What follows belongs to an exercise in optimizing a design on an open flow for small area; a production flow would make more cautious choices. Function was checked by simulation only, so behaviour that the tests miss may differ from the original. No activity file was given, so power comes from the tool's default toggle rates.

run R:
==> flow/design.v (excerpt) <==
module Reg_File16b(A,B,C,Aaddr,Baddr,Caddr,Load,Clear,Clk);
==> flow/config.mk <==
export PLATFORM = sky130hd
export DESIGN_NAME = Reg_File16b
export DESIGN_NICKNAME = Reg_File16b
export VERILOG_FILES = /design/flow/design.v
export SDC_FILE = /design/flow/constraint.sdc
export NUM_CORES = 4
export LEC_CHECK = 0
export CAP_MARGIN = 20
export CORE_MARGIN = 2
export CORE_UTILIZATION = 40
export SLEW_MARGIN = 20
export SYNTH_HIERARCHICAL = 1
==> flow/constraint.sdc <==
create_clock -name core_clock -period 5.0 [get_ports {Clk}]
set_input_delay 1.0000 -clock core_clock [delete_from_list [all_inputs] [get_ports {Clk}]]
set_output_delay 1.0000 -clock core_clock [all_outputs]
set_load 0.01 [all_outputs]
standard.sh (not shown) runs the stock make flow with config.mk's settings and CLKGATE_MAP_FILE= SYNTH_SCRIPT=/design/flow/synth_recipe.tcl, a recipe that flattens the netlist after the stock synthesis.
==> flow/flow/run.sh <==
#!/bin/bash
# The standard layout (the standard.sh, unchanged synthesis), with these
# changes: port buffers use the smallest buffer; the resizer may change a
# gate's drive strength even where the stronger cell has a different
# footprint (MATCH_CELL_FOOTPRINT=0), so weak high-fanout drivers are
# upsized instead of buffered; timing-driven global placement keeps none
# of its trial repairs (GPL_KEEP_OVERFLOW=0); and the clock tree uses clkbuf_4 in clusters
# of at most 10 sinks within 40 um, without dummy balancing loads.
# ORFS writes each step's full log under orfs/logs/; make's own output goes
# to standard.log.
set -uo pipefail
bash standard.sh \
  'MATCH_CELL_FOOTPRINT=0' \
  'GPL_KEEP_OVERFLOW=0' \
  'BUFFER_PORTS_ARGS=-buffer_cell sky130_fd_sc_hd__buf_1' \
  'CTS_ARGS=-sink_clustering_enable -repair_clock_nets -dont_use_dummy_load -buf_list sky130_fd_sc_hd__clkbuf_4 -sink_clustering_size 10 -sink_clustering_max_diameter 40' \
  finish > standard.log 2>&1
### run R -> run Y
-- flow/flow/run.sh --
<<< run R, line 6
# upsized instead of buffered; timing-driven global placement keeps none
# of its trial repairs (GPL_KEEP_OVERFLOW=0); and the clock tree uses clkbuf_4 in clusters
>>> run Y, line 6
# upsized instead of buffered; and the clock tree uses clkbuf_4 in clusters
<<< run R, line 14
  'GPL_KEEP_OVERFLOW=0' \
>>> run Y, line 13
-- flow/config.mk --
<<< run R, line 11
>>> run Y, line 11
export GPL_TIMING_DRIVEN = 0
--- outcome ---
The met1 usage in global routing in run Y was higher than what run R gave. Comparing run Y and run R, the higher period utilization is on run R. Taking run R as the reference, in run Y number of clock buffers inserted by TritonCTS now sits higher, combined global-route utilization of all metal layers now sits lower, post-route minimum period now sits lower.

try-amber:
Reg_File16b, a different RTL version from the one above (not shown whole).
For scale: roughly 910 cells after synthesis, roughly 270 flip-flops, ~0.011 sq mm of cells after synthesis.
==> flow/config.mk <==
export PLATFORM = sky130hd
export DESIGN_NAME = Reg_File16b
export DESIGN_NICKNAME = Reg_File16b
export VERILOG_FILES = /design/flow/design.v
export SDC_FILE = /design/flow/constraint.sdc
export NUM_CORES = 4
export LEC_CHECK = 0
export CAP_MARGIN = 20
export CORE_MARGIN = 2
export CORE_UTILIZATION = 40
export SLEW_MARGIN = 20
export SYNTH_HIERARCHICAL = 1
==> flow/constraint.sdc <==
create_clock -name core_clock -period 5.0 [get_ports {Clk}]
set_input_delay 1.0000 -clock core_clock [delete_from_list [all_inputs] [get_ports {Clk}]]
set_output_delay 1.0000 -clock core_clock [all_outputs]
set_load 0.01 [all_outputs]
run.sh (not shown) runs the stock make flow with config.mk's settings and CLKGATE_MAP_FILE= SYNTH_SCRIPT=/design/flow/synth_recipe.tcl, a recipe that flattens the netlist after the stock synthesis.
Stock flow here: none of the scripts above is used.
For try-sierra, these inputs were changed with respect to try-amber:
- a change of SLEW_MARGIN from 20 to 0
- a change of CAP_MARGIN from 20 to 0
==> flow/flow/run.sh (new file) <==
#!/bin/bash
# The standard layout (the standard.sh, unchanged synthesis), with two
# changes: port buffers use the smallest buffer, and the clock tree uses
# clkbuf_4 in clusters of at most 10 sinks within 50 um, without dummy
# balancing loads. ORFS writes each step's full log under orfs/logs/;
# make's own output goes to standard.log.
set -uo pipefail
bash standard.sh \
  'BUFFER_PORTS_ARGS=-buffer_cell sky130_fd_sc_hd__buf_1' \
  'CTS_ARGS=-sink_clustering_enable -repair_clock_nets -dont_use_dummy_load -buf_list sky130_fd_sc_hd__clkbuf_4 -sink_clustering_size 10 -sink_clustering_max_diameter 50' \
  finish > standard.log 2>&1
==> flow/standard.sh (new file) <==
#!/bin/bash
# synth_recipe.tcl (not shown) runs the flow's synth.tcl, then flattens the netlist and writes it again
# the make line also repeats each setting of config.mk as NAME=value (left out here)
make -C /OpenROAD-flow-scripts/flow DESIGN_CONFIG=/design/flow/config.mk WORK_HOME=/design/flow/orfs CLKGATE_MAP_FILE= SYNTH_SCRIPT=/design/flow/synth_recipe.tcl "${@:-finish}"
removed: flow/run.sh
try-sierra completed every stage of the flow, and the final layout passed the timing, DRC and antenna checks.
Lower minimum clock period after layout goes to try-sierra over try-amber.
Compared with try-amber, try-sierra is more frugal on power.
Clock buffer count in the final layout: try-sierra vs try-amber down about 8%
The run with more setup slack is try-sierra; try-amber has less.
[try-sierra] power density over the cells fell about 14% relative to try-amber
When the final numbers for try-sierra and try-amber were put side by side, the clock network area share turned out to be greater in try-amber.
try-amber → try-sierra: wire length down about 0.7%; vias per cell up 0.28.

Reg_File16b again, from the RTL that the note above started with.
==> flow/config.mk <==
export PLATFORM = sky130hd
export DESIGN_NAME = Reg_File16b
export DESIGN_NICKNAME = Reg_File16b
export VERILOG_FILES = /design/flow/design.v
export SDC_FILE = /design/flow/constraint.sdc
export NUM_CORES = 4
export LEC_CHECK = 0
export CAP_MARGIN = 20
export CORE_MARGIN = 2
export CORE_UTILIZATION = 40
export PLACE_DENSITY = 0.75
export SLEW_MARGIN = 20
export SYNTH_HIERARCHICAL = 1
==> flow/constraint.sdc <==
create_clock -name core_clock -period 5.0 [get_ports {Clk}]
set_input_delay 1.0000 -clock core_clock [delete_from_list [all_inputs] [get_ports {Clk}]]
set_output_delay 1.0000 -clock core_clock [all_outputs]
set_load 0.01 [all_outputs]
standard.sh (not shown) runs the stock make flow with config.mk's settings and CLKGATE_MAP_FILE= SYNTH_SCRIPT=/design/flow/synth_recipe.tcl, a recipe that flattens the netlist after the stock synthesis.
==> flow/flow/run.sh <==
#!/bin/bash
# The standard layout (the standard.sh, unchanged synthesis), with two
# changes: port buffers use the smallest buffer, and the clock tree uses
# clkbuf_4 in clusters of at most 10 sinks within 50 um, without dummy
# balancing loads. ORFS writes each step's full log under orfs/logs/;
# make's own output goes to standard.log.
set -uo pipefail
bash standard.sh \
  'BUFFER_PORTS_ARGS=-buffer_cell sky130_fd_sc_hd__buf_1' \
  'CTS_ARGS=-sink_clustering_enable -repair_clock_nets -dont_use_dummy_load -buf_list sky130_fd_sc_hd__clkbuf_4 -sink_clustering_size 10 -sink_clustering_max_diameter 50' \
  finish > standard.log 2>&1
Then changed:
--- a/flow/flow/run.sh
+++ b/flow/flow/run.sh
@@ -4 +4 @@
-# clkbuf_4 in clusters of at most 10 sinks within 50 um, without dummy
+# clkbuf_4 in clusters of at most 10 sinks within 40 um, without dummy
@@ -10 +10 @@
-  'CTS_ARGS=-sink_clustering_enable -repair_clock_nets -dont_use_dummy_load -buf_list sky130_fd_sc_hd__clkbuf_4 -sink_clustering_size 10 -sink_clustering_max_diameter 50' \
+  'CTS_ARGS=-sink_clustering_enable -repair_clock_nets -dont_use_dummy_load -buf_list sky130_fd_sc_hd__clkbuf_4 -sink_clustering_size 10 -sink_clustering_max_diameter 40' \
Settings changed: CORE_UTILIZATION 40 to 55, PLACE_DENSITY 0.75 to default.
What happened: Worst setup slack is worse by 0.23 ns; non-clock buffer count came out higher by 2; via count came out higher by 4.1%; synthesized area is unchanged; clock-buffer cell count came out higher by 7; design area stays flat; utilization came out higher by 16 points; power came out higher by 3.7%; register-to-register slack is worse by 0.03 ns; global-route usage came out higher by 16 points.
Then changed:
--- a/flow/flow/run.sh
+++ b/flow/flow/run.sh
@@ -4 +4 @@
-# clkbuf_4 in clusters of at most 10 sinks within 40 um, without dummy
+# clkbuf_4 in clusters of at most 10 sinks within 50 um, without dummy
@@ -10 +10 @@
-  'CTS_ARGS=-sink_clustering_enable -repair_clock_nets -dont_use_dummy_load -buf_list sky130_fd_sc_hd__clkbuf_4 -sink_clustering_size 10 -sink_clustering_max_diameter 40' \
+  'CTS_ARGS=-sink_clustering_enable -repair_clock_nets -dont_use_dummy_load -buf_list sky130_fd_sc_hd__clkbuf_4 -sink_clustering_size 10 -sink_clustering_max_diameter 50' \
Settings changed: CORE_UTILIZATION 55 to 40, PLACE_DENSITY from default to 0.85.
Global-route usage drops by 15 points. Synthesized cell count stays the same. Final area barely changes. Final cell count rose by about 4.4%. Worst hold slack got worse by 0.016 ns. Register-to-register slack is about the same. Die area increases by about 36%. Sequential share of layout area barely changes. Clock power decreases by about 10%. Sequential power hardly moves.

The RTL this note starts from:
==> flow/design.v <==
`timescale 1ns / 1ps
module D_FF(Clk  , reset, D    , Q);
    input D, Clk, reset;
    output reg Q;
    always @(posedge Clk or negedge reset)
        if (~reset)
            begin
                Q <= 1'b0;
            end 
        else
            begin
                Q <= D;
            end
endmodule 
`timescale 1ns / 1ps
module Register16b(Clk  ,     reset,      In,Out);
    input [15:0] In;
    input Clk, reset;
    output [15:0] Out;
    D_FF    DFF [15:0] (Clk  , reset, In    , Out);
endmodule
`timescale 1ns / 1ps
module Decoder_3to8(E     ,X        ,Z);
    input E;
    input [2:0] X;
    output [7:0] Z;
    and A0(Z[0],E,~X[2],~X[1],~X[0]);
    and A1(Z[1],E,~X[2],~X[1], X[0]);
    and A2(Z[2],E,~X[2], X[1],~X[0]);
    and A3(Z[3],E,~X[2], X[1], X[0]);
    and A4(Z[4],E, X[2],~X[1],~X[0]);
    and A5(Z[5],E, X[2],~X[1], X[0]);
    and A6(Z[6],E, X[2], X[1],~X[0]);
    and A7(Z[7],E, X[2], X[1], X[0]);
endmodule
`timescale 1ns / 1ps
module Decoder_4to16(E,X,Z);
    input E;
    input [3:0] X;
    output [15:0] Z;  
    not(X3not,X[3]);
    and(E1,X3not,E);
    and(E2,X[3],E);
    Decoder_3to8        DEC1        (E1     ,X[2:0]        ,Z[7:0]);
    Decoder_3to8        DEC2        (E2      ,X[2:0]        ,Z[15:8]);
endmodule
`timescale 1ns / 1ps
module Mux16bit_2to1(E     ,   S  , X1   , X0   , Z);
    input E, S;
    input [15:0] X1;
    input [15:0] X0;
    output [15:0] Z;
    wire Snot; 
    wire [15:0] A1;
    wire [15:0] A2; 
    not            n1(Snot,S);
    genvar i;
    generate
        for (i = 0; i < 16; i = i + 1) begin : bit_slice
            and a2  (A2[i],E,Snot,X0[i]);
            and a1  (A1[i],E,S,X1[i]);
            or  o1  (Z[i], A1[i], A2[i]);
        end
    endgenerate
endmodule
`timescale 1ns / 1ps
module Mux16bit_8to1(E     ,   S  , X0,X1,X2,X3,X4,X5,X6,X7, Z);
    input E;
    input [2:0] S;
    input [15:0] X0,X1,X2,X3,X4,X5,X6,X7;
    output [15:0] Z;
    wire [15:0] Z0,Z1, Z2, Z3, Z4,Z5;
    Mux16bit_2to1       MUX4        (E     ,   S[0]  , X1   , X0   , Z0); 
    Mux16bit_2to1       MUX3        (E     ,   S[0]  , X3   , X2   , Z1);
    Mux16bit_2to1       MUX2        (E     ,   S[0]  , X5   , X4   , Z2);     
    Mux16bit_2to1       MUX1        (E     ,   S[0]  , X7   , X6   , Z3);
    Mux16bit_2to1       MUX6        (E     ,   S[1]  , Z1   , Z0   , Z4);
    Mux16bit_2to1       MUX5        (E     ,   S[1]  , Z3   , Z2   , Z5);
    Mux16bit_2to1       MUX7        (E     ,   S[2]  , Z5   , Z4   , Z);        
endmodule
`timescale 1ns / 1ps
module Mux16bit_16to1(E,S,X0,X1,X2,X3,X4,X5,X6,X7,X8,X9,X10,X11,X12,X13,X14,X15,Z);
    input E;
    input [3:0] S;
    input [15:0] X0,X1,X2,X3,X4,X5,X6,X7,X8,X9,X10,X11,X12,X13,X14,X15;
    output [15:0] Z;
    wire [15:0] Z1, Z2;
    Mux16bit_8to1       MUX1        (E,S[2:0],X0,X1,X2,X3,X4,X5,X6,X7,Z1);
    Mux16bit_8to1       MUX2        (E,S[2:0],X8,X9,X10,X11,X12,X13,X14,X15,Z2);
    Mux16bit_2to1       MUX3        (E     ,   S[3]  ,  Z2  , Z1   , Z);    
endmodule
`timescale 1ns / 1ps
module Reg_File16b(A,B,C,Aaddr,Baddr,Caddr,Load,Clear,Clk);
    output [15:0] A,B;
    input [15:0] C;
    input [3:0] Aaddr,Baddr,Caddr;
    input Load,Clear,Clk;
    reg  [15:0] valid;
    wire [15:0] we = Load ? (16'h0001 << Caddr) : 16'h0000;
    always @(posedge Clk or negedge Clear)
        if (~Clear) valid <= 16'h0000;
        else        valid <= valid | we;
    wire [15:0] asel = valid & (16'h0001 << Aaddr);
    wire [15:0] bsel = valid & (16'h0001 << Baddr);
    wire [255:0] q;
    genvar i;
    generate
        for (i = 0; i < 16; i = i + 1) begin : r
            wire keep = ~we[i] & valid[i];
            wire [15:0] nd;
            reg  [15:0] d;
            genvar k;
            for (k = 0; k < 16; k = k + 1) begin : b
                Rf_Ao22 m (we[i], C[k], keep, d[k], nd[k]);
            end
            always @(posedge Clk)
                d <= nd;
            assign q[16*i +: 16] = d;
        end
        for (i = 0; i < 16; i = i + 1) begin : rd
            wire [15:0] col;
            genvar k;
            for (k = 0; k < 16; k = k + 1) begin : c
                assign col[k] = q[16*k + i];
            end
            Rf_Read16 ra (.s(asel), .d(col), .y(A[i]));
            Rf_Read16 rb (.s(bsel), .d(col), .y(B[i]));
        end
    endgenerate
endmodule
module Rf_Read16(s, d, y);
    input [15:0] s, d;
    output y;
    wire [5:0] t;
    Rf_Aoi222 g0 (s[0],  d[0],  s[1],  d[1],  s[2],  d[2],  t[0]);
    Rf_Aoi222 g1 (s[3],  d[3],  s[4],  d[4],  s[5],  d[5],  t[1]);
    Rf_Aoi222 g2 (s[6],  d[6],  s[7],  d[7],  s[8],  d[8],  t[2]);
    Rf_Aoi222 g3 (s[9],  d[9],  s[10], d[10], s[11], d[11], t[3]);
    Rf_Aoi222 g4 (s[12], d[12], s[13], d[13], s[14], d[14], t[4]);
    Rf_Nand2  g5 (s[15], d[15], t[5]);
    Rf_Nand6  g6 (t, y);
endmodule
module Rf_Aoi222(a1, a2, b1, b2, c1, c2, y);
    input a1, a2, b1, b2, c1, c2;
    output y;
    assign y = ~((a1 & a2) | (b1 & b2) | (c1 & c2));
endmodule
module Rf_Ao22(a1, a2, b1, b2, y);
    input a1, a2, b1, b2;
    output y;
    assign y = (a1 & a2) | (b1 & b2);
endmodule
module Rf_Nand2(a, b, y);
    input a, b;
    output y;
    assign y = ~(a & b);
endmodule
module Rf_Nand6(t, y);
    input [5:0] t;
    output y;
    assign y = ~(&t);
endmodule
clock: 5.0 ns
lec_check: 0
cap_margin: 20
core_margin: 2
core_utilization: 40
slew_margin: 20
synth_hierarchical: 1
==> flow/flow/run.sh <==
#!/bin/bash
# The standard layout (the standard.sh, unchanged synthesis), with two
# changes: port buffers use the smallest buffer, and the clock tree uses
# clkbuf_4 in clusters of at most 10 sinks within 50 um, without dummy
# balancing loads. ORFS writes each step's full log under orfs/logs/;
# make's own output goes to standard.log.
set -uo pipefail
bash standard.sh \
  'BUFFER_PORTS_ARGS=-buffer_cell sky130_fd_sc_hd__buf_1' \
  'CTS_ARGS=-sink_clustering_enable -repair_clock_nets -dont_use_dummy_load -buf_list sky130_fd_sc_hd__clkbuf_4 -sink_clustering_size 10 -sink_clustering_max_diameter 50' \
  finish > standard.log 2>&1
Edit:
==> flow/flow/run.sh (replaced) <==
#!/bin/bash
# The standard layout (the standard.sh, unchanged synthesis), with two
# changes: port buffers use the smallest buffer, and the clock tree uses
# clkbuf_4 in clusters of at most 10 sinks within 40 um, without dummy
# balancing loads. ORFS writes each step's full log under orfs/logs/;
# make's own output goes to standard.log.
set -uo pipefail
bash standard.sh \
  'BUFFER_PORTS_ARGS=-buffer_cell sky130_fd_sc_hd__buf_1' \
  'CTS_ARGS=-sink_clustering_enable -repair_clock_nets -dont_use_dummy_load -buf_list sky130_fd_sc_hd__clkbuf_4 -sink_clustering_size 10 -sink_clustering_max_diameter 40' \
  finish > standard.log 2>&1
Cell area grows slightly.
Count of clock-buffer cells in the layout grows by 5.
Worst setup slack loses 0.030 ns.
Total power grows slightly.
Combinational power barely changes.
Register-to-register slack gains 0.05 ns.
Edit:
==> flow/flow/run.sh (replaced) <==
#!/bin/bash
# Standard layout, logged.
bash standard.sh > standard.log 2>&1
Result: Setup slack is worse by 0.65 ns. Clock power went up by 96%. Combinational power went up by 9.8%.
Edit:
==> flow/run.sh (new file) <==
#!/bin/bash
# synth_recipe.tcl (not shown) runs the flow's synth.tcl, then flattens the netlist and writes it again
# the make line also repeats each setting of config.mk as NAME=value (left out here)
make -C /OpenROAD-flow-scripts/flow DESIGN_CONFIG=/design/flow/config.mk WORK_HOME=/design/flow/orfs CLKGATE_MAP_FILE= SYNTH_SCRIPT=/design/flow/synth_recipe.tcl finish
- CTS_BUF_LIST: unset -> sky130_fd_sc_hd__clkbuf_4
- CTS_CLUSTER_SIZE: unset -> 20
removed: flow/flow/run.sh
removed: flow/standard.sh
After rerunning: First-iteration DRC count came out lower by 4.6%. Maximum frequency shrinks by 0.91%. Routed wire length climbs by 1.2%.
Edit:
==> flow/flow/run.sh (new file) <==
#!/bin/bash
# The standard layout (the standard.sh, unchanged synthesis), with two
# changes: port buffers use the smallest buffer, and the clock tree uses
# clkbuf_4 without dummy balancing loads. ORFS writes each step's full log
# under orfs/logs/; make's own output goes to standard.log.
set -uo pipefail
bash standard.sh \
  'BUFFER_PORTS_ARGS=-buffer_cell sky130_fd_sc_hd__buf_1' \
  'CTS_ARGS=-sink_clustering_enable -repair_clock_nets -buf_list sky130_fd_sc_hd__clkbuf_4 -dont_use_dummy_load' \
  finish > standard.log 2>&1
==> flow/standard.sh (new file) <==
#!/bin/bash
# synth_recipe.tcl (not shown) runs the flow's synth.tcl, then flattens the netlist and writes it again
# the make line also repeats each setting of config.mk as NAME=value (left out here)
make -C /OpenROAD-flow-scripts/flow DESIGN_CONFIG=/design/flow/config.mk WORK_HOME=/design/flow/orfs CLKGATE_MAP_FILE= SYNTH_SCRIPT=/design/flow/synth_recipe.tcl "${@:-finish}"
- CTS_BUF_LIST: sky130_fd_sc_hd__clkbuf_4 -> unset
- CTS_CLUSTER_SIZE: 20 -> unset
removed: flow/run.sh
The new run finished with timing, DRC and antenna clean.
Hold slack got worse by 0.0052 ns.
Synthesized cell count stays the same.
Clock skew went down by 0.0040 ns.
Power is lower by 13%.
Clock-buffer cell count is lower by 29.
Global-route usage falls by 0.25 points.
Wire length stays flat.
Non-clock buffer count decreases by 20.
Synthesized area does not change.
Sequential share of layout area goes up by 3.4 points.

## afterwards: timing with drivers on the ports
No port has a modelled driver above. Below, the same layouts with a new extraction and two added sets of constraints.
Step 1 (the two cells are an assumption about what drives the block):
set clk [get_ports {Clk}]
set_driving_cell -lib_cell sky130_fd_sc_hd__clkbuf_16 $clk
set_driving_cell -lib_cell sky130_fd_sc_hd__buf_2 [delete_from_list [all_inputs] $clk]
Step 2 also shifts input and output timing later by t, the mid clock arrival at the registers, as if the neighbouring blocks saw the same clock.
a / b / c = no drivers / after step 1 / after step 2; a / b = the first two.
run | t, ns | setup slack, ns | pins driven straight from the clock port
run R | 0.682 | 0.171 / 0.125 / 0.349 | 1
run Y | 0.676 | 0.623 / 0.557 / 0.557 | 1
try-amber | 0.601 | 0.259 / 0.238 / 0.238 | 1
try-sierra | 0.670 | 0.911 / 0.890 / 0.890 | 1
the first run of note 3 | 0.747 | 0.836 / 0.815 / 0.815 | 1
the second run of note 3 | 0.683 | 0.604 / 0.539 / 0.539 | 1
the third run of note 3 | 0.727 | 0.872 / 0.850 / 0.850 | 1
the first run of note 4 | 0.658 | 0.940 / 0.919 / 0.919 | 1
the second run of note 4 | 0.671 | 0.910 / 0.889 / 0.889 | 1
the third run of note 4 | 0.601 | 0.259 / 0.238 / 0.238 | 1
the fourth run of note 4 | 0.709 | 0.216 / 0.193 / 0.193 | 1
the fifth run of note 4 | 0.681 | 0.916 / 0.895 / 0.895 | 1
After both steps setup and hold are still met in every run listed. For run Y, which loses most, drivers alone change the setup slack by -0.066 ns; drivers and shift together by -0.066 ns.
